What follows belongs to an exercise in optimizing a design on an open flow for small area, a short achievable clock period and few clock cycles; a production flow would make more cautious choices. No run shown here included a check of the RTL's function; only the layout flow was run.

### design/flow/run.sh
#!/bin/bash
# synth_recipe.tcl (not shown) runs the flow's synth.tcl, then flattens the netlist and writes it again
# the make line also repeats each setting of config.mk as NAME=value (left out here)
make -C /OpenROAD-flow-scripts/flow DESIGN_CONFIG=/design/flow/config.mk WORK_HOME=/design/flow/orfs CLKGATE_MAP_FILE= SYNTH_SCRIPT=/design/flow/synth_recipe.tcl finish
### design/flow/config.mk
export PLATFORM = sky130hd
export DESIGN_NAME = divider
export DESIGN_NICKNAME = divider
export VERILOG_FILES = /design/flow/design.v
export SDC_FILE = /design/flow/constraint.sdc
export NUM_CORES = 4
export LEC_CHECK = 0
export CAP_MARGIN = 20
export CORE_MARGIN = 2
export CORE_UTILIZATION = 40
export SLEW_MARGIN = 20
### design/flow/constraint.sdc
create_clock -name core_clock -period 6.0 [get_ports {clk}]
set_input_delay 1.2000 -clock core_clock [delete_from_list [all_inputs] [get_ports {clk}]]
set_output_delay 1.2000 -clock core_clock [all_outputs]
set_load 0.01 [all_outputs]
### design/flow/design.v
module shiftregbit(clk,reset,b,valid,out);
   input logic clk;
   input logic reset;
   input logic b;
   input logic valid;
   parameter W = 32;
   output logic [W-1:0] out;
   always_ff@(posedge clk)
     begin
	if(reset)
	  out <= 'd0;
	else if(valid)
	  out <= {out[W-2:0], b};
     end
endmodule
module divider(clk,
	       reset,
	       srcA,
	       srcB,
	       rob_ptr_in,
	       prf_ptr_in,
	       is_signed_div,
	       is_rem,
	       start_div,
	       y,
	       rob_ptr_out,
	       prf_ptr_out,
	       ready,
	       complete
	       );
   input logic clk;
   input logic reset;
   input logic [31:0] srcA;
   input logic [31:0] srcB;
   input logic [5-1:0] rob_ptr_in;
   input logic [6-1:0] prf_ptr_in;
   input logic 	      is_signed_div;
   input logic 	      is_rem;
   input logic 	      start_div;
   output logic [63:0] y;
   output logic [5-1:0] rob_ptr_out;
   output logic [6-1:0] prf_ptr_out;
   output logic        ready;
   output logic        complete;
   localparam logic [2:0] IDLE = 3'd0,
			  N1   = 3'd1,
			  N2   = 3'd2,
			  ITER = 3'd3,
			  FIX  = 3'd4,
			  DONE = 3'd5;
   logic [2:0] r_state, n_state;
   logic [31:0] r_R, n_R;    
   logic [33:0] r_D, n_D;    
   logic [31:0] r_Q, n_Q;    
   logic [5:0] 	r_cnt, n_cnt;  
   logic 	r_triv, n_triv;  
   logic 	r_bz, n_bz;      
   logic 	r_sa, n_sa, r_sb, n_sb, r_is_rem, n_is_rem;
   logic [5-1:0] r_rob_ptr, n_rob_ptr;
   logic [6-1:0] r_prf_ptr, n_prf_ptr;
   function automatic [5:0] lzc32(input [31:0] x);
      logic [15:0] z1; logic [15:0] c1;
      logic [7:0]  z2; logic [15:0] c2;
      logic [3:0]  z3; logic [11:0] c3;
      logic [1:0]  z4; logic [7:0]  c4;
      logic [4:0]  c5;
      integer i;
      begin
	 for (i = 0; i < 16; i = i + 1)
	   begin
	      z1[i] = !(x[2*i+1] | x[2*i]);
	      c1[i] = !x[2*i+1];
	   end
	 for (i = 0; i < 8; i = i + 1)
	   begin
	      z2[i] = z1[2*i+1] & z1[2*i];
	      c2[2*i +: 2] = z1[2*i+1] ? {1'b1, c1[2*i]} : {1'b0, c1[2*i+1]};
	   end
	 for (i = 0; i < 4; i = i + 1)
	   begin
	      z3[i] = z2[2*i+1] & z2[2*i];
	      c3[3*i +: 3] = z2[2*i+1] ? {1'b1, c2[4*i +: 2]} : {1'b0, c2[4*i+2 +: 2]};
	   end
	 for (i = 0; i < 2; i = i + 1)
	   begin
	      z4[i] = z3[2*i+1] & z3[2*i];
	      c4[4*i +: 4] = z3[2*i+1] ? {1'b1, c3[6*i +: 3]} : {1'b0, c3[6*i+3 +: 3]};
	   end
	 c5 = z4[1] ? {1'b1, c4[3:0]} : {1'b0, c4[7:4]};
	 lzc32 = (z4[1] & z4[0]) ? 6'd32 : {1'b0, c5};
      end
   endfunction
   function automatic [31:0] neg32(input [31:0] x, input c);
      logic [31:0] p;
      integer l, i;
      begin
	 p = x;
	 for (l = 0; l < 5; l = l + 1)
	   for (i = 0; i < 32; i = i + 1)
	     if (i[l])
	       p[i] = p[i] | p[((i >> (l+1)) << (l+1)) + (1 << l) - 1];
	 neg32 = x ^ ({p[30:0], 1'b0} & {32{c}});
      end
   endfunction
   function automatic [33:0] shl34(input [33:0] x, input [5:0] n, input f);
      integer l;
      begin
	 for (l = 0; l < 6; l = l + 1)
	   if (n[l])
	     x = (x << (1 << l)) | ~({34{1'b1}} << (1 << l)) & {34{f}};
	 shl34 = x;
      end
   endfunction
   logic 	idle, accept, negq;
   logic 	t_sa, t_sb;
   logic [6:0] 	t_k;
   logic [35:0] t_sum;
   logic 	t_n1;
   logic [31:0] t_neg;
   logic [34:0] t_diff;
   logic 	t_ge;
   always_ff@(posedge clk)
     begin
	if(reset)
	  r_state <= IDLE;
	else
	  r_state <= n_state;
	r_R <= n_R;
	r_D <= n_D;
	r_Q <= n_Q;
	r_cnt <= n_cnt;
	r_triv <= n_triv;
	r_bz <= n_bz;
	r_sa <= n_sa;
	r_sb <= n_sb;
	r_is_rem <= n_is_rem;
	r_rob_ptr <= n_rob_ptr;
	r_prf_ptr <= n_prf_ptr;
     end
   assign t_n1 = (r_state == N1) & r_sa;
   assign t_neg = neg32(r_R ^ {32{t_n1}}, t_n1 | (r_state == N2) | (r_state == FIX));
   always_comb
     begin
	negq = r_sa ^ r_sb;
	complete = (r_state == DONE) | ((r_state == N2) & r_triv & !r_sa);
	idle = (r_state == IDLE) | complete;
	ready = idle & !start_div;
	accept = idle & start_div;
	y = {r_R, r_is_rem ? r_R : r_Q};
	rob_ptr_out = r_rob_ptr;
	prf_ptr_out = r_prf_ptr;
	t_sa = is_signed_div & srcA[31];
	t_sb = is_signed_div & srcB[31];
	t_k = {1'b0, lzc32(r_D[31:0])} - {1'b0, lzc32(r_R)} + {6'd0, r_sa};
	t_sum = {3'd0, r_R, 1'b1} + {1'b1, ~r_D, !r_sb};
	t_diff = t_sum[35:1];
	t_ge = !t_diff[34];
	n_state = r_state;
	n_R = r_R;
	n_D = r_D;
	n_Q = r_Q;
	n_cnt = r_cnt;
	n_triv = r_triv;
	n_bz = r_bz;
	n_sa = r_sa;
	n_sb = r_sb;
	n_is_rem = r_is_rem;
	n_rob_ptr = r_rob_ptr;
	n_prf_ptr = r_prf_ptr;
	case (r_state)
	  N1:
	    begin
	       n_R = t_neg;
	       n_cnt = t_k[5:0];
	       n_triv = r_bz | t_k[6];
	       n_Q = r_bz ? {{31{!r_sa}}, 1'b1} : 32'd0;
	       n_state = N2;
	    end
	  N2:
	    begin
	       if (r_triv)
		 begin
		    n_R = t_neg;
		    n_state = r_sa ? DONE : IDLE;
		 end
	       else
		 begin
		    n_D = shl34(r_D, r_cnt, r_sb);
		    if (!t_ge)
		      n_state = r_sa ? FIX : DONE;
		    else
		      begin
			 n_Q = {32{negq}};
			 if (negq)
			   n_R = t_diff[31:0];
			 n_state = ITER;
		      end
		 end
	    end
	  ITER:
	    begin
	       if (t_ge)
		 n_R = t_diff[31:0];
	       n_Q = {r_Q[30:0], t_ge ^ negq};
	       n_D = r_D >> 1;
	       n_cnt = r_cnt - 6'd1;
	       if (r_cnt == 6'd0)
		 n_state = r_sa ? FIX : DONE;
	    end
	  FIX:
	    begin
	       n_R = t_neg;
	       n_state = DONE;
	    end
	  DONE:
	    n_state = IDLE;
	  default:
	    begin
	    end
	endcase
	if (accept)
	  begin
	     n_state = N1;
	     n_R = srcA ^ {32{t_sa}};
	     n_D = {2'd0, srcB ^ {32{t_sb}}};
	     n_bz = (srcB == 32'd0);
	     n_sa = t_sa;
	     n_sb = t_sb;
	     n_is_rem = is_rem;
	     n_rob_ptr = rob_ptr_in;
	     n_prf_ptr = prf_ptr_in;
	  end
     end
endmodule
==> results.txt, run 1 <==
Yosys:
- The sequential element share of the synthesized area is 0.2980.
- By area the synthesized netlist is led by sky130_fd_sc_hd__edfxtp_1 29%, sky130_fd_sc_hd__xor2_1 5.5%, sky130_fd_sc_hd__ha_1 4.7%.
- Among all cell types in the netlist, the one instantiated most often is sky130_fd_sc_hd__nand2_1.
- The synthesized area divided by synthesized cell count is 8.635 um2.
- The register bit count reported by yosys is 123.
- The total nets after synthesis is approximately 1,500.
- Counting flops with a built-in enable in the synthesized netlist gives approximately 120.
- In this run, distinct cell masters in the synthesized netlist total 82.
- The cell taking the most area after synthesis is sky130_fd_sc_hd__edfxtp_1.
- The mapped netlist covers ~12,000 um2.
- The post-synthesis async set-or-reset flop share is 0.
- The share of synthesized area in the top cell type comes to 0.2898.
- The count of warnings emitted by yosys is 1.
- The commonest cells after synthesis are 125 x sky130_fd_sc_hd__nand2_1, 118 x sky130_fd_sc_hd__edfxtp_1, 108 x sky130_fd_sc_hd__a21oi_1, 108 x sky130_fd_sc_hd__nor2_1, 105 x sky130_fd_sc_hd__o21ai_0.
- The synthesized instance count is 1,416.
- The most used flip-flop cell after synthesis is sky130_fd_sc_hd__edfxtp_1.

GRT:
- The number of antenna violations at the first check in global routing is 0.
- The remaining global-route overflow is 0.
- The via count of the first global-routing pass is approximately 11,000.
- The overall track demand over capacity in global routing is 0.2712.
- The largest net degree at the start of global routing is 73.
- The met3 usage is 0.02969.
- met2 is the most crowded layer.
- The met1 usage in global routing is 0.3704.
- For this run, global-route usage on met2 was measured as 0.4417.
- The first global-routing pass estimated ~66,000 um of wire.

Route:
- The detailed-router iteration count before antenna repair is 6.
- Wires add up to ~43,000 um.
- The count of routing violations after the opening detailed-route iteration is between 1,000 and 1,500.
- The residual antenna-violating net count after detailed routing is 0.
- The total DRC errors in the routed layout is 0.
- Across all layers, the routed design uses roughly 12,000 vias.
- After detailed routing, the average wire length per cell comes to around 22 um.
- The ratio of routed vias to standard cells is around 6.1.

Placement:
- Prior to clock tree synthesis, the placed netlist has a worst setup slack of approximately 2000 ps.
- The weighted congestion reported at the end of routability-driven placement is between 0.9 and 1.
- The post-detailed-placement half-perimeter wirelength is 31,350 um.
- The number of port buffers is 156.

Clocking:
- The number of clock sinks seen by CTS is approximately 120.
- The H-tree level count is 4.
- In this run the clock root is driven by a sky130_fd_sc_hd__clkbuf_16.
- Post-CTS timing repair inserted 0 buffers for setup.
- The number of gates resized after CTS is 0.
- After clock tree synthesis, the clock-pin slew on the worst setup and hold paths is 60 ps.
- Counting along the longest clock path gives a buffer depth of 2.
- TritonCTS built the clock tree.
- Buffers inserted to repair hold after CTS numbered 0.
- The latest clock arrival within the worst-skew pair is 430 ps.
- The CTS buffer count is 17.

Critical path:
- The worst setup path is of the flop to primary output kind.
- The critical path goes through nand2b_1 -> inv_2 -> o32ai_1 -> nor2b_1 -> clkdlybuf4s50_1.
- The critical path capture point type is a primary output.
- The cell family contributing the most delay on the critical path is buffers and inverters.
- Counting buffers and inverters, the worst setup path is 5 cells deep.
- STA classifies the critical path startpoint as a flop.
- The number of buffer and inverter stages on the critical path is 2.
- For the worst setup path, the data arrival time is ~2900 ps.
- Along the worst path, the maximum fanout reaches 14.
- The delay of the slowest critical-path stage is around 700 ps.
- Measured in cells, the most critical reg-to-reg path has a length of 18.
- STA puts the critical path data required time at 4800 ps.
- The standard cell with the maximum stage delay on the critical path is sky130_fd_sc_hd__o32ai_1.
- The flop-to-flop setup slack is roughly 2000 ps.

Run:
- The number of max-cap violations is 0.

STA:
- For the final database, setup skew stands at 8.916 ps.
- The smallest clock period supported by the final layout is computed as ~4000 ps.
- The share of the clock period used by the worst path after layout is 0.6783.
- The max-slew headroom at the worst pin is 0.3276.
- The hold violation count in the final report was 0.
- The max-slew violation count is 0.
- The worst setup margin is just under 2000 ps.
- The count of final setup violators is 0.
- The final setup TNS is 0 ps.
- The highest clock rate is about 0.25 GHz.
- The worst hold margin is between 500 and 600 ps.
- At the pin with the least slew margin, the transition time is just over 1000 ps.
- Setup repair after global routing left no endpoint under its margin.

Final layout:
- In the final layout, the multi-input gates occupy between 7000 and 8000 um2.
- The sequential cells in the finished layout cover a total of 3643 um2.
- The filler cells instantiated in the layout total around 2,900.
- The number of inserted diodes is 0.
- The proportion of layout cells with a drive suffix above 1 is 0.1045.
- The final-stage net count is 1,637.
- From synthesis to final layout, the design area changed by 20.04%.

Floorplan:
- The floorplan step defined a die boundary enclosing 31,980 um2.
- The floorplan step set the die width to 178.8 um.
- The core outline area is about 30,000 um2.
- The initialized floorplan defines 64 standard-cell rows.
- The initial utilization of the core area, before any placement, comes to 0.4029.
- During I/O placement, the number of pins put on the boundary was around 160.
- Measured along the y axis, the die boundary spans roughly 180 um.

Status:
- The flow ran to the end and the layout has no timing, DRC or antenna violations.

Worst hold path:
- The number of instances on the worst hold path is 2.
- The worst hold path belongs to the class flop to flop.
## metal layers
metal  vias to the layer above  share of wire
met5                         -              0
met4                         0          0.031
met3                        76          0.063
met2                       516           0.47
met1                      5700           0.43
li1                       5461              -
## tightest hold or removal path, delay by kind of cell (launching register included)
| family | cells | cell delay (ps) |
|---|---|---|
| DFF | 1 | 340 |
| and+or+nand+nor | 1 | 80 |
| AOI/OAI and AO/OA | 1 | 60 |
## sequential cells by signal, summed over array words and instances, names as in the netlist
| name | flops |
|---|---|
| r_R | 32 |
| r_Q | 32 |
| r_bz | 1 |
| r_D | 34 |
| r_sa | 1 |
| r_rob_ptr | 5 |
| r_triv | 1 |
| r_is_rem | 1 |
| r_sb | 1 |
| r_prf_ptr | 6 |
| r_cnt | 6 |
| r_state | 3 |
## path summary, 6_finish.rpt
path,to,startpoint
max,ready,r_state[2]
min,r_D[32],r_D[32]
max reg2reg,r_triv,r_D[2]
min reg2reg,r_D[32],r_D[32]
## placed cells by master (no fill, tap or decap), types with 26 or more instances in the layout
master,instances
sky130_fd_sc_hd__a21oi_1,108
sky130_fd_sc_hd__nor4_1,26
sky130_fd_sc_hd__ha_1,46
sky130_fd_sc_hd__a21o_1,41
sky130_fd_sc_hd__mux2_2,47
sky130_fd_sc_hd__o21ai_0,103
sky130_fd_sc_hd__xnor2_1,59
sky130_fd_sc_hd__nor2_1,108
sky130_fd_sc_hd__xor2_1,77
sky130_fd_sc_hd__clkdlybuf4s50_1,156
sky130_fd_sc_hd__a211oi_1,33
sky130_fd_sc_hd__nand2_1,121
sky130_fd_sc_hd__edfxtp_1,118
sky130_fd_sc_hd__inv_1,65
## area by class of cell
| class | count | area share |
|---|---|---|
| Multi-Input combinational cell | 1118 | 0.5415 |
| Inverter | 69 | 0.01765 |
| Timing Repair Buffer | 180 | 0.1192 |
| Sequential cell | 123 | 0.2483 |
| Tap cell | 396 | 0.03376 |
| Clock buffer | 18 | 0.02924 |
| Clock inverter | 13 | 0.01040 |
## cells by family (layout without fill, tap and decap cells)
logic type / count (synthesis) / count (layout) / share of synthesized area
fa+ha+maj: 48 / 48 / 0.05035
compound gates: 439 / 439 / 0.2316
mux: 97 / 97 / 0.1098
simple gates: 398 / 398 / 0.1572
flops: 123 / 123 / 0.2980
buf+inv: 175 / 280 / 0.05567
xor+xnor: 136 / 136 / 0.09742
## stage by stage
stage               utilization  area (um2)  std cells
CTS                      0.4831       14660       1916
finish                   0.4836       14680       1917
detailed placement       0.4639       14080       1885
global placement         0.4639       14080       1885
global route             0.4836       14680       1917
floorplan                     -       12230       1416
==> inputs of run 2 (changes only) <==
--- a/design/flow/config.mk
+++ b/design/flow/config.mk
@@ -9,3 +9,4 @@
 export CORE_MARGIN = 2
 export CORE_UTILIZATION = 40
+export SETUP_SLACK_MARGIN = 3.0
 export SLEW_MARGIN = 20
==> run 2 against run 1 <==
Against the previous run:
- wire length increased by 11%
- cell area increased by 14%
- first-iteration DRC count increased by 21%
- area after synthesis unchanged
- clock skew increased by 4.5 ps
- setup slack improved by 620 ps
- via count increased by 8.7%
- critical path type is now flop to flop
- critical endpoint is now r_triv
- largest cell class unchanged
==> results.txt, run 2 <==
Final layout:
- The number of inserted diodes was 0 (unchanged).
- Commonest cells after routing, fill and taps aside: 142 x sky130_fd_sc_hd__buf_4, 120 x sky130_fd_sc_hd__clkdlybuf4s50_1, 119 x sky130_fd_sc_hd__nand2_1 (was 156 x sky130_fd_sc_hd__clkdlybuf4s50_1, 121 x sky130_fd_sc_hd__nand2_1, 118 x sky130_fd_sc_hd__edfxtp_1).
- The final instance area came to 16,800 um2 (was 14,680 um2).
- The proportion of layout cells with a drive suffix above 1 is 0.2585 (was 0.1045).
- The core utilization of the finished layout is 0.5537 (was 0.4836).
- The signed area change from the synthesized netlist to the final layout is 37.43% (was 20.04%).
- The number of flip-flops under the largest register name is 34 (unchanged).
- The register with the most flip-flops is r_D (unchanged).
- The final-stage net count is 1,794 (was 1,637).
- Largest registers: r_D x34, r_Q x32, r_R x32 (unchanged).
- The leading cell type in the layout, fill and taps excluded is sky130_fd_sc_hd__buf_4 (was sky130_fd_sc_hd__clkdlybuf4s50_1).
- The number of standard cells in the layout, taps in and fillers out came to 2,075 (was 1,917).

Route:
- The met1 wire length came to 19,460 um (was 18,620 um).
- The detailed-routed wire length on met3 is 4353 um (was 2681 um).
- The met2 layer wire length in the routed design is 22,120 um (was 20,240 um).
- The highest routed metal layer is met4 (unchanged).
- The total vias in the final route is 12,777 (was 11,753).
- The count of routing violations after the opening detailed-route iteration is 1,519 (was 1,257).
- The total length of routed wires came to 47,680 um (was 42,890 um).
- The detailed-router iteration count before antenna repair is 8 (was 6).
- The total DRC errors in the routed layout is 0 (unchanged).
- The post-detailed-route wirelength per cell was 22.98 um (was 22.37 um).
- The residual antenna-violating net count after detailed routing is 0 (unchanged).
- The ratio of routed vias to standard cells came to 6.158 (was 6.131).

Yosys:
- The count of flip-flops with a built-in enable after synthesis is 118 (unchanged).
- The cell with the most instances after synthesis is sky130_fd_sc_hd__nand2_1 (unchanged).
- Top cells by area, synth: sky130_fd_sc_hd__edfxtp_1 29%, sky130_fd_sc_hd__xor2_1 5.5%, sky130_fd_sc_hd__ha_1 4.7% (unchanged).
- The area share of the largest cell type after synthesis is 0.2898 (unchanged).
- The count of warnings emitted by yosys was 1 (unchanged).
- The top flip-flop cell by instance count after synthesis is sky130_fd_sc_hd__edfxtp_1 (unchanged).
- Top cell types by occurrence after synthesis: 125 x sky130_fd_sc_hd__nand2_1, 118 x sky130_fd_sc_hd__edfxtp_1, 108 x sky130_fd_sc_hd__a21oi_1, 108 x sky130_fd_sc_hd__nor2_1, 105 x sky130_fd_sc_hd__o21ai_0 (unchanged).
- The post-synthesis async set-or-reset flop share was 0 (unchanged).
- The register bit count reported by yosys is 123 (unchanged).
- The area of the mapped netlist was 12,230 um2 (unchanged).
- The synthesized instance count is 1,416 (unchanged).
- The number of different library cells in the post-synthesis netlist is 82 (unchanged).
- The cell taking the most area after synthesis is sky130_fd_sc_hd__edfxtp_1 (unchanged).
- The synthesized area divided by synthesized cell count is 8.635 um2 (unchanged).
- The sequential element share of the synthesized area is 0.2980 (unchanged).
- The total nets after synthesis is 1,544 (unchanged).

STA:
- The max-slew violation count is 0 (unchanged).
- The hold violation count in the final report is 0 (unchanged).
- The highest clock rate is 0.2899 GHz (was 0.2457 GHz).
- The final setup TNS is 0 ps (unchanged).
- The worst setup margin was 2551 ps (was 1930 ps).
- The worst-margin pin slew was 926.8 ps (was 1007 ps).
- Unrepaired setup endpoints after global routing: true (was false).
- The final critical path time including I/O delays and setup is 3449 ps (was 4070 ps).
- The max-slew headroom at the worst pin is 0.3800 (was 0.3276).
- The final setup skew is 13.40 ps (was 8.916 ps).
- The share of the clock period used by the worst path after layout is 0.5749 (was 0.6783).
- The worst hold margin came to 525.9 ps (was 520.9 ps).
- The count of final setup violators is 0 (unchanged).

Clocking:
- The CTS buffer count is 17 (unchanged).
- The hold buffer count at cts is 0 (unchanged).
- The maximum count of clock buffers along a single path is 2 (unchanged).
- The clock tree from TritonCTS was done (unchanged).
- The master cell of the clock root buffer was sky130_fd_sc_hd__clkbuf_16 (unchanged).
- The latest clock arrival within the worst-skew pair was 440 ps (was 430 ps).
- The H-tree level count is 4 (unchanged).
- The register clock-pin slew on the reported worst setup and hold paths came to 60 ps (about the same).
- The number of clock sinks seen by CTS is 123 (unchanged).

Critical path:
- The source of the worst register-to-register timing path is r_R[0] (was r_D[2]).
- The end of the worst register-to-register path is r_triv (unchanged).
- Ordered list of cells on the worst path: buf_4 -> buf_4 -> nor4_1 -> o21ai_1 -> a21oi_1 -> o21ai_0 -> nand3_1 -> ha_1 -> ha_1 -> a21o_1 -> a21oi_2 -> o21bai_1 -> a21oi_1 -> xnor2_1 -> nand2b_1 (was nand2b_1 -> inv_2 -> o32ai_1 -> nor2b_1 -> clkdlybuf4s50_1).
- The destination of the critical timing path is r_triv (was ready).
- The critical setup path kind is flop to flop (was flop to primary output).
- The worst path required time was 6180 ps (was 4800 ps).
- The delay of the slowest critical-path stage is 430 ps (was 720 ps).
- The data arrival time of the critical path came to 3630 ps (was 2870 ps).
- The flop-to-flop setup slack is 2550 ps (was 1970 ps).
- The standard cell with the maximum stage delay on the critical path is sky130_fd_sc_hd__nor4_1 (was sky130_fd_sc_hd__o32ai_1).
- The critical path startpoint category is a flop (unchanged).
- The start point of the critical path is r_R[0] (was r_state[2]).
- The logic depth of the worst register-to-register path is 15 (was 18).
- The worst-path maximum fanout is 3 (was 14).
- The critical path capture point type is a flop (was primary output).

Placement:
- The pre-CTS setup slack is 2129 ps (was 2005 ps).
- The total instance count after detailed placement is 1,880 (was 1,885).
- The post-place instance area is 14,150 um2 (was 14,080 um2).
- The post-detailed-placement half-perimeter wirelength is 30,560 um (was 31,350 um).
- The weighted congestion reported at the end of routability-driven placement was 0.9287 (was 0.9159).
- The number of port buffers is 156 (unchanged).

Floorplan:
- The height of the die is 178.8 um (unchanged).
- The starting density of the core is 0.4029 (unchanged).
- The count of boundary I/O pins is 157 (unchanged).
- The total die area was 31,980 um2 (unchanged).
- The core outline area was 30,350 um2 (unchanged).
- The number of rows in the core area is 64 (unchanged).
- The die extent in x is 178.8 um (unchanged).

GRT:
- The via count of the first global-routing pass is 12,312 (was 11,468).
- The largest net degree at the start of global routing is 67 (was 73).
- The remaining global-route overflow came to 0 (unchanged).
- The overall track demand over capacity in global routing is 0.2939 (was 0.2712).
- The global-route wire length before repair is 71,650 um (was 66,340 um).
- The number of antenna violations at the first check in global routing is 0 (unchanged).

Run:
- The number of max-cap violations was 0 (unchanged).

Worst hold path:
- The worst min-delay path category is flop to flop (unchanged).

Status:
- Result of the run: no timing/DRC/antenna violations (unchanged).
[run 2: layout make-up]
type,count,area [um2]
fill,2699,13550
timing repair inverter,1,5.005
clock buffer,18,429.2
sequential,123,3655
timing repair buffer,335,3153
multi-input combinational,1119,8668
inverter,69,274.0
clock inverter,14,123.9
tap,396,495.5
[run 2: worst min-delay path by stage]
stage	startpoint	endpoint	slack, ps	cells after the start
2_1_floorplan	r_D[32]	r_D[32]	470	2
3_3_place_gp	r_D[32]	r_D[32]	500	2
3_5_place_dp	r_D[32]	r_D[32]	510	2
4_1_cts	r_D[32]	r_D[32]	520	2
5_1_grt	r_Q[26]	r_Q[27]	560	1
6_report	r_D[32]	r_D[32]	530	2
[run 2: kinds of logic after synthesis]
kind of cell | synth area share
adder cells (fa/ha/maj) | 0.05035
AND/OR/NAND/NOR | 0.1572
multiplexers | 0.1098
buffers and inverters | 0.05567
AO/OA/AOI/OAI | 0.2316
flip-flops | 0.2980
XOR/XNOR | 0.09742
[run 2: worst max-delay path: cells and delay by family (launching register included)]
kind / cells / cell delay, ps
buffers and inverters: 2 / 300
adders and majority gates: 2 / 600
AOI/OAI and AO/OA: 7 / 1120
DFF: 1 / 400
xor gates and xnor gates: 1 / 140
and+or+nand+nor: 3 / 650
[run 2: repair_timing]
item / in CTS / in global routing
resized for setup: 147 / 90
buffers inserted: 118 / 37
cloned: 6 / 2
pin swaps: 43 / 56
setup endpoints to repair: 189 / 134
[run 2: routing by layer]
layer | vias to the layer above | GRT usage
li1 | 5781 | -
met1 | 6148 | 0.3966
met2 | 722 | 0.4665
met3 | 126 | 0.05768
met4 | 0 | 0.1081
met5 | - | 0
==> inputs of run 3 (changes only) <==
--- a/design/flow/design.v
+++ b/design/flow/design.v
@@ -51,7 +51,7 @@
    logic [2:0] r_state, n_state;
    logic [31:0] r_R, n_R;    
-   logic [33:0] r_D, n_D;    
+   logic [32:0] r_D, n_D;    
    logic [31:0] r_Q, n_Q;    
-   logic [5:0] 	r_cnt, n_cnt;  
+   logic [4:0] 	r_cnt, n_cnt;  
    logic 	r_triv, n_triv;  
    logic 	r_bz, n_bz;      
@@ -103,11 +103,11 @@
       end
    endfunction
-   function automatic [33:0] shl34(input [33:0] x, input [5:0] n, input f);
+   function automatic [32:0] shl33(input [32:0] x, input [4:0] n, input f);
       integer l;
       begin
-	 for (l = 0; l < 6; l = l + 1)
+	 for (l = 0; l < 5; l = l + 1)
 	   if (n[l])
-	     x = (x << (1 << l)) | ~({34{1'b1}} << (1 << l)) & {34{f}};
-	 shl34 = x;
+	     x = (x << (1 << l)) | ~({33{1'b1}} << (1 << l)) & {33{f}};
+	 shl33 = x;
       end
    endfunction
@@ -115,8 +115,8 @@
    logic 	t_sa, t_sb;
    logic [6:0] 	t_k;
-   logic [35:0] t_sum;
+   logic [34:0] t_sum;
    logic 	t_n1;
    logic [31:0] t_neg;
-   logic [34:0] t_diff;
+   logic [33:0] t_diff;
    logic 	t_ge;
    always_ff@(posedge clk)
@@ -152,8 +152,8 @@
 	t_sa = is_signed_div & srcA[31];
 	t_sb = is_signed_div & srcB[31];
-	t_k = {1'b0, lzc32(r_D[31:0])} - {1'b0, lzc32(r_R)} + {6'd0, r_sa};
-	t_sum = {3'd0, r_R, 1'b1} + {1'b1, ~r_D, !r_sb};
-	t_diff = t_sum[35:1];
-	t_ge = !t_diff[34];
+	t_k = {1'b0, lzc32(r_D[31:0])} - {1'b0, lzc32(r_sa ? {r_R[30:0], 1'b1} : r_R)};
+	t_sum = {2'd0, r_R, 1'b1} + {1'b1, ~r_D, !r_sb};
+	t_diff = t_sum[34:1];
+	t_ge = !t_diff[33];
 	n_state = r_state;
 	n_R = r_R;
@@ -172,5 +172,5 @@
 	    begin
 	       n_R = t_neg;
-	       n_cnt = t_k[5:0];
+	       n_cnt = t_k[5] ? 5'd31 : t_k[4:0];
 	       n_triv = r_bz | t_k[6];
 	       n_Q = r_bz ? {{31{!r_sa}}, 1'b1} : 32'd0;
@@ -186,5 +186,5 @@
 	       else
 		 begin
-		    n_D = shl34(r_D, r_cnt, r_sb);
+		    n_D = shl33(r_D, r_cnt, r_sb);
 		    if (!t_ge)
 		      n_state = r_sa ? FIX : DONE;
@@ -204,6 +204,6 @@
 	       n_Q = {r_Q[30:0], t_ge ^ negq};
 	       n_D = r_D >> 1;
-	       n_cnt = r_cnt - 6'd1;
-	       if (r_cnt == 6'd0)
+	       n_cnt = r_cnt - 5'd1;
+	       if (r_cnt == 5'd0)
 		 n_state = r_sa ? FIX : DONE;
 	    end
@@ -223,5 +223,5 @@
 	     n_state = N1;
 	     n_R = srcA ^ {32{t_sa}};
-	     n_D = {2'd0, srcB ^ {32{t_sb}}};
+	     n_D = {1'd0, srcB ^ {32{t_sb}}};
 	     n_bz = (srcB == 32'd0);
 	     n_sa = t_sa;
==> run 3 against run 2 <==
Against the previous run:
- global-route usage down 0.33 points
- die area up 1.5%
- cell area up 1.8%
- maximum frequency down 0.74%
- first-iteration DRC count down 2.4%
- still clean
- setup slack worse by 26 ps
- critical endpoint is now r_cnt[4]
- largest cell class unchanged
- via count up 6.0%
- highest routed layer unchanged
==> results.txt, run 3 <==
Final layout:
- The combined area of the multi-input logic cells was 8850 um2 (was 8668 um2).
- The signed area change from the synthesized netlist to the final layout came to 37.90% (was 37.43%).
- Commonest cells after routing, fill and taps aside: 168 x sky130_fd_sc_hd__buf_4, 162 x sky130_fd_sc_hd__nand2_1, 137 x sky130_fd_sc_hd__a21oi_1 (was 142 x sky130_fd_sc_hd__buf_4, 120 x sky130_fd_sc_hd__clkdlybuf4s50_1, 119 x sky130_fd_sc_hd__nand2_1).
- The leading cell type in the layout, fill and taps excluded is sky130_fd_sc_hd__buf_4 (unchanged).
- The proportion of layout cells with a drive suffix above 1 is 0.2417 (was 0.2585).
- The number of fillers in the final layout is 2,785 (was 2,699).
- The final-stage net count came to 1,892 (was 1,794).
- The number of flip-flops under the largest register name is 33 (was 34).
- The core utilization of the finished layout is 0.5595 (was 0.5537).
- The register with the most flip-flops is r_D (unchanged).
- The area occupied by registers is 3605 um2 (was 3655 um2).
- Largest registers: r_D x33, r_Q x32, r_R x32 (was r_D x34, r_Q x32, r_R x32).
- The number of inserted diodes is 0 (unchanged).

Critical path:
- The worst-path maximum fanout was 5 (was 3).
- The worst path required time is 6160 ps (was 6180 ps).
- The number of buffer and inverter stages on the critical path is 2 (unchanged).
- The critical setup path kind is flop to flop (unchanged).
- The cell family contributing the most delay on the critical path is compound AO/OA/AOI/OAI gates (unchanged).
- The data arrival time of the critical path is 3640 ps (was 3630 ps).
- The critical path startpoint category is a flop (unchanged).
- Ordered list of cells on the worst path: buf_8 -> buf_2 -> a2111oi_4 -> nand3_2 -> nor2_4 -> mux2_4 -> ha_1 -> nor2b_1 -> o21ai_1 -> nand2b_1 -> a21o_1 -> a21oi_2 -> xnor2_2 -> nor3_1 -> a31oi_1 (was buf_4 -> buf_4 -> nor4_1 -> o21ai_1 -> a21oi_1 -> o21ai_0 -> nand3_1 -> ha_1 -> ha_1 -> a21o_1 -> a21oi_2 -> o21bai_1 -> a21oi_1 -> xnor2_1 -> nand2b_1).
- The critical path capture point type is a flop (unchanged).
- The standard cell with the maximum stage delay on the critical path is sky130_fd_sc_hd__edfxtp_1 (was sky130_fd_sc_hd__nor4_1).
- The delay of the slowest critical-path stage is 510 ps (was 430 ps).

Floorplan:
- The core outline area is 30,590 um2 (was 30,350 um2).
- The count of boundary I/O pins came to 157 (unchanged).
- The starting density of the core is 0.4057 (was 0.4029).
- The number of rows in the core area is 64 (unchanged).
- The height of the die is 180.1 um (was 178.8 um).
- The total die area is 32,450 um2 (was 31,980 um2).
- The die extent in x is 180.1 um (was 178.8 um).

STA:
- Unrepaired setup endpoints after global routing: true (unchanged).
- The hold violation count in the final report is 0 (unchanged).
- The final critical path time including I/O delays and setup came to 3475 ps (was 3449 ps).
- The highest clock rate is 0.2878 GHz (was 0.2899 GHz).
- The final setup skew was 22.23 ps (was 13.40 ps).
- The final setup TNS is 0 ps (unchanged).
- The max-slew violation count is 0 (unchanged).
- The max-slew headroom at the worst pin was 0.2152 (was 0.3800).
- The share of the clock period used by the worst path after layout is 0.5791 (was 0.5749).
- The count of final setup violators came to 0 (unchanged).
- The worst-margin pin slew is 1165 ps (was 926.8 ps).

Yosys:
- The count of flip-flops with a built-in enable after synthesis is 117 (was 118).
- The post-synthesis async set-or-reset flop share is 0 (unchanged).
- The number of different library cells in the post-synthesis netlist is 76 (was 82).
- The synthesized instance count is 1,529 (was 1,416).
- Top cells by area, synth: sky130_fd_sc_hd__edfxtp_1 28%, sky130_fd_sc_hd__a21oi_1 6.0%, sky130_fd_sc_hd__o21ai_0 5.8% (was sky130_fd_sc_hd__edfxtp_1 29%, sky130_fd_sc_hd__xor2_1 5.5%, sky130_fd_sc_hd__ha_1 4.7%).
- The top flip-flop cell by instance count after synthesis is sky130_fd_sc_hd__edfxtp_1 (unchanged).
- The area share of the largest cell type after synthesis is 0.2831 (was 0.2898).
- The total nets after synthesis was 1,651 (was 1,544).
- The synthesized area divided by synthesized cell count is 8.117 um2 (was 8.635 um2).
- The cell taking the most area after synthesis is sky130_fd_sc_hd__edfxtp_1 (unchanged).
- The register bit count reported by yosys was 121 (was 123).
- Top cell types by occurrence after synthesis: 171 x sky130_fd_sc_hd__nand2_1, 148 x sky130_fd_sc_hd__a21oi_1, 143 x sky130_fd_sc_hd__o21ai_0 (was 125 x sky130_fd_sc_hd__nand2_1, 118 x sky130_fd_sc_hd__edfxtp_1, 108 x sky130_fd_sc_hd__a21oi_1, 108 x sky130_fd_sc_hd__nor2_1, 105 x sky130_fd_sc_hd__o21ai_0).
- The area of the mapped netlist was 12,410 um2 (was 12,230 um2).
- The sequential element share of the synthesized area came to 0.2895 (was 0.2980).
- The cell with the most instances after synthesis is sky130_fd_sc_hd__nand2_1 (unchanged).
- The count of warnings emitted by yosys is 1 (unchanged).

Route:
- The ratio of routed vias to standard cells is 6.217 (was 6.158).
- The count of routing violations after the opening detailed-route iteration was 1,482 (was 1,519).
- The total DRC errors in the routed layout was 0 (unchanged).
- The post-detailed-route wirelength per cell is 22.70 um (was 22.98 um).
- The total length of routed wires is 49,470 um (was 47,680 um).
- The residual antenna-violating net count after detailed routing is 0 (unchanged).
- The total vias in the final route is 13,547 (was 12,777).
- The detailed-router iteration count before antenna repair is 7 (was 8).

Status:
- Result of the run: no timing/DRC/antenna violations (unchanged).

Clocking:
- The register clock-pin slew on the reported worst setup and hold paths is 80 ps (was 60 ps).
- The master cell of the clock root buffer is sky130_fd_sc_hd__clkbuf_16 (unchanged).
- The number of clock sinks seen by CTS came to 121 (was 123).
- The H-tree level count is 4 (unchanged).
- The CTS buffer count is 17 (unchanged).
- The clock tree from TritonCTS is done (unchanged).
- The latest clock arrival within the worst-skew pair is 460 ps (was 440 ps).
- The maximum count of clock buffers along a single path was 2 (unchanged).

Placement:
- The number of port buffers came to 156 (unchanged).
- The weighted congestion reported at the end of routability-driven placement is 0.8976 (was 0.9287).
- The post-detailed-placement half-perimeter wirelength is 31,190 um (was 30,560 um).

GRT:
- The number of antenna violations at the first check in global routing is 0 (unchanged).
- The global-route wire length before repair is 74,410 um (was 71,650 um).
- The overall track demand over capacity in global routing was 0.2906 (was 0.2939).
- The via count of the first global-routing pass is 12,861 (was 12,312).
- The largest net degree at the start of global routing was 58 (was 67).
- The remaining global-route overflow came to 0 (unchanged).

Run:
- The number of max-cap violations came to 0 (unchanged).

Worst hold path:
- The worst min-delay path category is flop to flop (unchanged).
[run 3: what timing repair did]
action                                  4_1_cts  5_1_grt
hold buffers                                  0        0
gates cloned                                  5        5
pin swaps                                    35       33
gates resized for setup                     124       94
setup buffers                               140       38
endpoints found under the setup margin      255      125
[run 3: cells by family (layout without fill, tap and decap cells)]
logic type                 Yosys count  count (layout)  share of synthesized area
AOI/OAI and AO/OA                  527             530                     0.2659
xor gates and xnor gates           131             131                    0.09245
adders and majority gates           42              42                    0.04355
buffers and inverters              206             457                    0.06412
DFF                                121             121                     0.2895
muxes                               75              75                    0.08519
and+or+nand+nor                    427             427                     0.1593
[run 3: tightest hold or removal path, stage by stage (launching register included)]
cell and delay (ps):
sky130_fd_sc_hd__dfxtp_1 340, sky130_fd_sc_hd__nand2_1 70, sky130_fd_sc_hd__a21oi_1 60
[run 3: metrics by stage]
step | hold WS (ps) | cells | worst slack, ps | cell area, um2
2_1_floorplan | 446.3 | 1529 | 2853 | 12580
3_3_place_gp | 498.7 | 1958 | 2241 | 14190
3_5_place_dp | 493.9 | 1958 | 2202 | 14190
4_1_cts | 508.3 | 2135 | 2733 | 16390
5_1_grt | 542.7 | 2179 | 2441 | 17110
6_report | 510.8 | 2179 | 2525 | 17110
[run 3: final timing paths]
check             cells past startpoint        to  startpoint  slack, ps
hold reg to reg                       2   r_D[32]     r_D[32]        510
hold / removal                        2   r_D[32]     r_D[32]        510
setup / recovery                     15  r_cnt[4]        r_sa       2530
setup reg to reg                     15  r_cnt[4]        r_sa       2530
[run 3: area by class of cell]
type                    instances  area share
inverters                      68     0.01579
flip-flops and latches        121      0.2106
clock inverters                14     0.01221
repair inverters                1   0.0004387
well taps                     396     0.02895
clock buffers                  18     0.02508
multi-input cells            1205      0.5171
repair buffers                356      0.1898
[run 3: metal layers]
layer / track usage / vias to the layer above / part of all wire
li1: - / 6148 / -
met1: 0.3973 / 6499 / 0.42
met2: 0.4590 / 765 / 0.45
met3: 0.04406 / 135 / 0.086
met4: 0.1226 / 0 / 0.045
met5: 0 / - / 0
==> inputs of run 4 (changes only) <==
--- a/design/flow/design.v
+++ b/design/flow/design.v
@@ -51,7 +51,7 @@
    logic [2:0] r_state, n_state;
    logic [31:0] r_R, n_R;    
-   logic [32:0] r_D, n_D;    
+   logic [34:0] r_D, n_D;    
    logic [31:0] r_Q, n_Q;    
-   logic [4:0] 	r_cnt, n_cnt;  
+   logic [5:0] 	r_cnt, n_cnt;  
    logic 	r_triv, n_triv;  
    logic 	r_bz, n_bz;      
@@ -103,11 +103,11 @@
       end
    endfunction
-   function automatic [32:0] shl33(input [32:0] x, input [4:0] n, input f);
+   function automatic [34:0] shl35(input [34:0] x, input [5:0] n, input f);
       integer l;
       begin
-	 for (l = 0; l < 5; l = l + 1)
+	 for (l = 0; l < 6; l = l + 1)
 	   if (n[l])
-	     x = (x << (1 << l)) | ~({33{1'b1}} << (1 << l)) & {33{f}};
-	 shl33 = x;
+	     x = (x << (1 << l)) | ~({35{1'b1}} << (1 << l)) & {35{f}};
+	 shl35 = x;
       end
    endfunction
@@ -115,9 +115,9 @@
    logic 	t_sa, t_sb;
    logic [6:0] 	t_k;
-   logic [34:0] t_sum;
    logic 	t_n1;
    logic [31:0] t_neg;
-   logic [33:0] t_diff;
-   logic 	t_ge;
+   logic [36:0] t_s1, t_s2, t_s3, t_d, t_d1, t_x, t_maj;
+   logic [37:0] t_a1, t_a2, t_a3;
+   logic 	t_q1, t_q2;
    always_ff@(posedge clk)
      begin
@@ -152,8 +152,17 @@
 	t_sa = is_signed_div & srcA[31];
 	t_sb = is_signed_div & srcB[31];
-	t_k = {1'b0, lzc32(r_D[31:0])} - {1'b0, lzc32(r_sa ? {r_R[30:0], 1'b1} : r_R)};
-	t_sum = {2'd0, r_R, 1'b1} + {1'b1, ~r_D, !r_sb};
-	t_diff = t_sum[34:1];
-	t_ge = !t_diff[33];
+	t_k = {1'b0, lzc32(r_D[31:0])} - {1'b0, lzc32(r_R)} + {6'd0, r_sa};
+	t_d = {2'd0, r_D};
+	t_d1 = {3'd0, r_D[34:1]};
+	t_a1 = {5'd0, r_R, 1'b1} + {~t_d, !r_sb};
+	t_a2 = {5'd0, r_R, 1'b1} + {~t_d1, !r_sb};
+	t_x = {5'd0, r_R} ^ ~t_d ^ ~t_d1;
+	t_maj = ({5'd0, r_R} & ~t_d) | ({5'd0, r_R} & ~t_d1) | (~t_d & ~t_d1);
+	t_a3 = {t_x, 1'b1} + {t_maj[35:0], !r_sb, !r_sb};
+	t_s1 = t_a1[37:1];
+	t_s2 = t_a2[37:1];
+	t_s3 = t_a3[37:1];
+	t_q1 = !t_s1[36];
+	t_q2 = t_q1 ? !t_s3[36] : !t_s2[36];
 	n_state = r_state;
 	n_R = r_R;
@@ -172,5 +181,5 @@
 	    begin
 	       n_R = t_neg;
-	       n_cnt = t_k[5] ? 5'd31 : t_k[4:0];
+	       n_cnt = t_k[5:0];
 	       n_triv = r_bz | t_k[6];
 	       n_Q = r_bz ? {{31{!r_sa}}, 1'b1} : 32'd0;
@@ -186,6 +195,7 @@
 	       else
 		 begin
-		    n_D = shl33(r_D, r_cnt, r_sb);
-		    if (!t_ge)
+		    n_D = shl35(r_D, r_cnt | 6'd1, r_sb);
+		    n_cnt = {1'b0, r_cnt[5:1]};
+		    if (!t_q1)
 		      n_state = r_sa ? FIX : DONE;
 		    else
@@ -193,5 +203,5 @@
 			 n_Q = {32{negq}};
 			 if (negq)
-			   n_R = t_diff[31:0];
+			   n_R = t_s1[31:0];
 			 n_state = ITER;
 		      end
@@ -200,10 +210,12 @@
 	  ITER:
 	    begin
-	       if (t_ge)
-		 n_R = t_diff[31:0];
-	       n_Q = {r_Q[30:0], t_ge ^ negq};
-	       n_D = r_D >> 1;
-	       n_cnt = r_cnt - 5'd1;
-	       if (r_cnt == 5'd0)
+	       if (t_q1)
+		 n_R = t_q2 ? t_s3[31:0] : t_s1[31:0];
+	       else if (t_q2)
+		 n_R = t_s2[31:0];
+	       n_Q = {r_Q[29:0], t_q1 ^ negq, t_q2 ^ negq};
+	       n_D = r_D >> 2;
+	       n_cnt = r_cnt - 6'd1;
+	       if (r_cnt == 6'd0)
 		 n_state = r_sa ? FIX : DONE;
 	    end
@@ -223,5 +235,5 @@
 	     n_state = N1;
 	     n_R = srcA ^ {32{t_sa}};
-	     n_D = {1'd0, srcB ^ {32{t_sb}}};
+	     n_D = {3'd0, srcB ^ {32{t_sb}}};
 	     n_bz = (srcB == 32'd0);
 	     n_sa = t_sa;
--- a/design/flow/config.mk
+++ b/design/flow/config.mk
@@ -9,4 +9,3 @@
 export CORE_MARGIN = 2
 export CORE_UTILIZATION = 40
-export SETUP_SLACK_MARGIN = 3.0
 export SLEW_MARGIN = 20
==> run 4 against run 3 <==
Against the previous run:
- hold slack improved by 30 ps
- clock skew decreased by 1.5 ps
- highest routed layer unchanged
- critical path type unchanged
- cell area increased by 17%
- setup slack got worse by 1800 ps
==> results.txt, run 4 <==
Status:
- Result of the run: no timing/DRC/antenna violations (unchanged).

Final layout:
- The register with the most flip-flops is r_D (unchanged).
- The leading cell type in the layout, fill and taps excluded is sky130_fd_sc_hd__a21oi_1 (was sky130_fd_sc_hd__buf_4).
- The number of inserted diodes came to 0 (unchanged).
- The number of flip-flops under the largest register name is 35 (was 33).
- The proportion of layout cells with a drive suffix above 1 came to 0.08849 (was 0.2417).
- The number of fillers in the final layout is 4,086 (was 2,785).
- The final-stage net count came to 2,398 (was 1,892).
- Largest registers: r_D x35, r_Q x32, r_R x32 (was r_D x33, r_Q x32, r_R x32).
- Commonest cells after routing, fill and taps aside: 179 x sky130_fd_sc_hd__a21oi_1, 166 x sky130_fd_sc_hd__nand2_1, 156 x sky130_fd_sc_hd__clkdlybuf4s50_1 (was 168 x sky130_fd_sc_hd__buf_4, 162 x sky130_fd_sc_hd__nand2_1, 137 x sky130_fd_sc_hd__a21oi_1).
- The signed area change from the synthesized netlist to the final layout is 16.23% (was 37.90%).

GRT:
- The number of antenna violations at the first check in global routing is 0 (unchanged).
- The via count of the first global-routing pass came to 16,256 (was 12,861).
- The overall track demand over capacity in global routing is 0.3120 (was 0.2906).
- The largest net degree at the start of global routing is 77 (was 58).
- The global-route wire length before repair is 104,200 um (was 74,410 um).
- The remaining global-route overflow is 0 (unchanged).

Critical path:
- The flop-to-flop setup slack was 710 ps (was 2530 ps).
- The source of the worst register-to-register timing path is r_D[21] (was r_sa).
- The standard cell with the maximum stage delay on the critical path is sky130_fd_sc_hd__o311ai_0 (was sky130_fd_sc_hd__edfxtp_1).
- The worst-path maximum fanout is 26 (was 5).
- The critical path startpoint category is a flop (unchanged).
- The delay of the slowest critical-path stage is 830 ps (was 510 ps).
- The critical setup path kind is flop to flop (unchanged).
- The end of the worst register-to-register path is r_R[5] (was r_cnt[4]).
- The critical path capture point type is a flop (unchanged).
- The logic depth of the worst register-to-register path is 13 (was 15).
- The worst path required time is 6160 ps (about the same).
- Ordered list of cells on the worst path: inv_1 -> fa_1 -> ha_1 -> a211oi_1 -> nor3b_1 -> o41ai_1 -> o2111ai_1 -> a211o_1 -> nand2_1 -> buf_4 -> nor2_1 -> o311ai_0 -> a22oi_1 (was buf_8 -> buf_2 -> a2111oi_4 -> nand3_2 -> nor2_4 -> mux2_4 -> ha_1 -> nor2b_1 -> o21ai_1 -> nand2b_1 -> a21o_1 -> a21oi_2 -> xnor2_2 -> nor3_1 -> a31oi_1).
- The data arrival time of the critical path is 5450 ps (was 3640 ps).

Floorplan:
- The total die area is 44,560 um2 (was 32,450 um2).
- The number of rows in the core area is 75 (was 64).
- The count of boundary I/O pins came to 157 (unchanged).
- The core outline area came to 42,130 um2 (was 30,590 um2).
- The height of the die is 211.1 um (was 180.1 um).
- The die extent in x is 211.1 um (was 180.1 um).
- The starting density of the core is 0.4071 (was 0.4057).

Route:
- The total DRC errors in the routed layout was 0 (unchanged).
- The total length of routed wires is 70,610 um (was 49,470 um).
- The detailed-router iteration count before antenna repair was 5 (was 7).
- The total vias in the final route is 17,429 (was 13,547).
- The residual antenna-violating net count after detailed routing is 0 (unchanged).
- The ratio of routed vias to standard cells is 6.408 (was 6.217).
- The count of routing violations after the opening detailed-route iteration was 2,020 (was 1,482).
- The post-detailed-route wirelength per cell came to 25.96 um (was 22.70 um).

Yosys:
- The total nets after synthesis came to 2,298 (was 1,651).
- The sequential element share of the synthesized area is 0.2136 (was 0.2895).
- Top cell types by occurrence after synthesis: 179 x sky130_fd_sc_hd__a21oi_1, 169 x sky130_fd_sc_hd__nand2_1, 146 x sky130_fd_sc_hd__nor2_1, 146 x sky130_fd_sc_hd__o21ai_0, 118 x sky130_fd_sc_hd__edfxtp_1 (was 171 x sky130_fd_sc_hd__nand2_1, 148 x sky130_fd_sc_hd__a21oi_1, 143 x sky130_fd_sc_hd__o21ai_0).
- The number of different library cells in the post-synthesis netlist was 91 (was 76).
- The area of the mapped netlist is 17,150 um2 (was 12,410 um2).
- The register bit count reported by yosys is 124 (was 121).
- The count of flip-flops with a built-in enable after synthesis came to 118 (was 117).
- The top flip-flop cell by instance count after synthesis is sky130_fd_sc_hd__edfxtp_1 (unchanged).
- The cell with the most instances after synthesis was sky130_fd_sc_hd__a21oi_1 (was sky130_fd_sc_hd__nand2_1).
- The synthesized area divided by synthesized cell count is 8.295 um2 (was 8.117 um2).
- The post-synthesis async set-or-reset flop share is 0 (unchanged).
- Top cells by area, synth: sky130_fd_sc_hd__edfxtp_1 21%, sky130_fd_sc_hd__ha_1 8.4%, sky130_fd_sc_hd__a21oi_1 5.2% (was sky130_fd_sc_hd__edfxtp_1 28%, sky130_fd_sc_hd__a21oi_1 6.0%, sky130_fd_sc_hd__o21ai_0 5.8%).
- The synthesized instance count is 2,068 (was 1,529).
- The area share of the largest cell type after synthesis was 0.2066 (was 0.2831).
- The cell taking the most area after synthesis is sky130_fd_sc_hd__edfxtp_1 (unchanged).
- The count of warnings emitted by yosys is 1 (unchanged).

Worst hold path:
- The origin of the worst min-delay path is r_Q[20] (was r_D[32]).
- The number of instances on the worst hold path was 1 (was 2).
- The worst min-delay path category is flop to flop (unchanged).
- The destination of the worst hold path is r_Q[22] (was r_D[32]).

STA:
- The max-slew violation count is 0 (unchanged).
- The final setup skew is 20.78 ps (was 22.23 ps).
- The count of final setup violators is 0 (unchanged).
- The worst setup margin is 712.8 ps (was 2525 ps).
- Unrepaired setup endpoints after global routing: false (was true).
- The hold violation count in the final report is 0 (unchanged).
- The final setup TNS is 0 ps (unchanged).
- The final critical path time including I/O delays and setup is 5287 ps (was 3475 ps).
- The max-slew headroom at the worst pin is 0.2222 (was 0.2152).
- The worst-margin pin slew is 1160 ps (was 1165 ps).
- The highest clock rate is 0.1891 GHz (was 0.2878 GHz).
- The share of the clock period used by the worst path after layout is 0.8812 (was 0.5791).

Clocking:
- The number of clock sinks seen by CTS is 124 (was 121).
- The count of buffers added by post-CTS timing repair for setup came to 0 (was 140).
- The master cell of the clock root buffer is sky130_fd_sc_hd__clkbuf_16 (unchanged).
- The register clock-pin slew on the reported worst setup and hold paths is 70 ps (was 80 ps).
- The maximum count of clock buffers along a single path is 2 (unchanged).
- The H-tree level count is 4 (unchanged).
- The clock tree from TritonCTS was done (unchanged).
- The CTS buffer count was 17 (unchanged).
- The latest clock arrival within the worst-skew pair is 470 ps (was 460 ps).
- The hold buffer count at cts came to 0 (unchanged).
- The number of gates resized after CTS is 0 (was 124).

Placement:
- The pre-CTS setup slack came to 906.4 ps (was 2202 ps).
- The number of port buffers is 156 (unchanged).
- The post-detailed-placement half-perimeter wirelength is 53,670 um (was 31,190 um).
- The weighted congestion reported at the end of routability-driven placement is 1.013 (was 0.8976).

Run:
- The number of max-cap violations is 0 (unchanged).
## run 4: area by class of cell
cell class	count	area, um2	share of cell area
clock buffers	17	425.4	0.02134
clock inverters	15	165.2	0.008284
repair buffers	204	1942	0.09740
well taps	539	674.4	0.03382
inverters	80	300.3	0.01506
flip-flops and latches	124	3664	0.1837
multi-input cells	1741	12770	0.6403
## run 4: through the flow
| step | instances | cell area [um2] | hold slack [ps] | util |
|---|---|---|---|---|
| 2_1_floorplan | 2068 | 17150 | 515.7 | - |
| 3_3_place_gp | 2687 | 19320 | 521.4 | 0.4585 |
| 3_5_place_dp | 2687 | 19320 | 531.3 | 0.4585 |
| 4_1_cts | 2719 | 19910 | 540.1 | 0.4725 |
| 5_1_grt | 2720 | 19940 | 558.3 | 0.4732 |
| 6_report | 2720 | 19940 | 540.3 | 0.4732 |
## run 4: cells by family after synthesis
| logic type | after synthesis | share of synthesized area |
|---|---|---|
| AOI/OAI and AO/OA | 732 | 0.2822 |
| xor gates and xnor gates | 183 | 0.09344 |
| buffers and inverters | 203 | 0.04588 |
| DFF | 124 | 0.2136 |
| muxes | 91 | 0.07381 |
| adders and majority gates | 150 | 0.1247 |
| and+or+nand+nor | 585 | 0.1664 |
## run 4: worst max-delay path by stage
stage	startpoint	end	slack [ps]	cells past startpoint
final	r_D[21]	r_R[5]	710	13
after global routing	r_D[21]	r_R[5]	680	13
after CTS	r_D[21]	r_R[5]	910	13
after detailed placement	r_D[21]	r_R[5]	910	13
after global placement	r_D[21]	r_R[5]	900	13
after floorplan	r_R[24]	r_Q[0]	720	9
## run 4: worst max-delay path, delay by kind of cell (launching register included)
| kind | cells | cell delay, ps |
|---|---|---|
| and+or+nand+nor | 3 | 330 |
| DFF | 1 | 500 |
| buffers and inverters | 2 | 750 |
| adders and majority gates | 2 | 880 |
| AOI/OAI and AO/OA | 6 | 2520 |
## run 4: per-layer routing
layer	track usage	part of all wire
met5	0	0
met1	0.4525	0.44
met3	0.05709	0.094
met2	0.4612	0.43
met4	0.1117	0.035

re-timing with driven ports:
No port has a modelled driver above. Below, the same layouts with a new extraction and two added sets of constraints.
Step 1, drivers: a clkbuf_16 drives clk and a buf_2 each remaining input, both assumed.
Step 2 also shifts input and output timing later by t, the mid clock arrival at the registers, as if the neighbouring blocks saw the same clock.
Slacks: ideal / step 1 / step 2; pairs: ideal / step 1.
run	t, ns	setup WS [ns]	worst setup path after step 2	latest minus earliest clock arrival (ns)
run 1	0.471	1.930 / 1.883 / 1.970	register to register	0.009 / 0.009
run 2	0.484	2.551 / 2.551 / 2.551	register to register	0.013 / 0.014
run 3	0.497	2.525 / 2.525 / 2.525	register to register	0.023 / 0.022
run 4	0.510	0.713 / 0.713 / 0.713	register to register	0.021 / 0.021
After both steps every run listed still meets setup and hold.
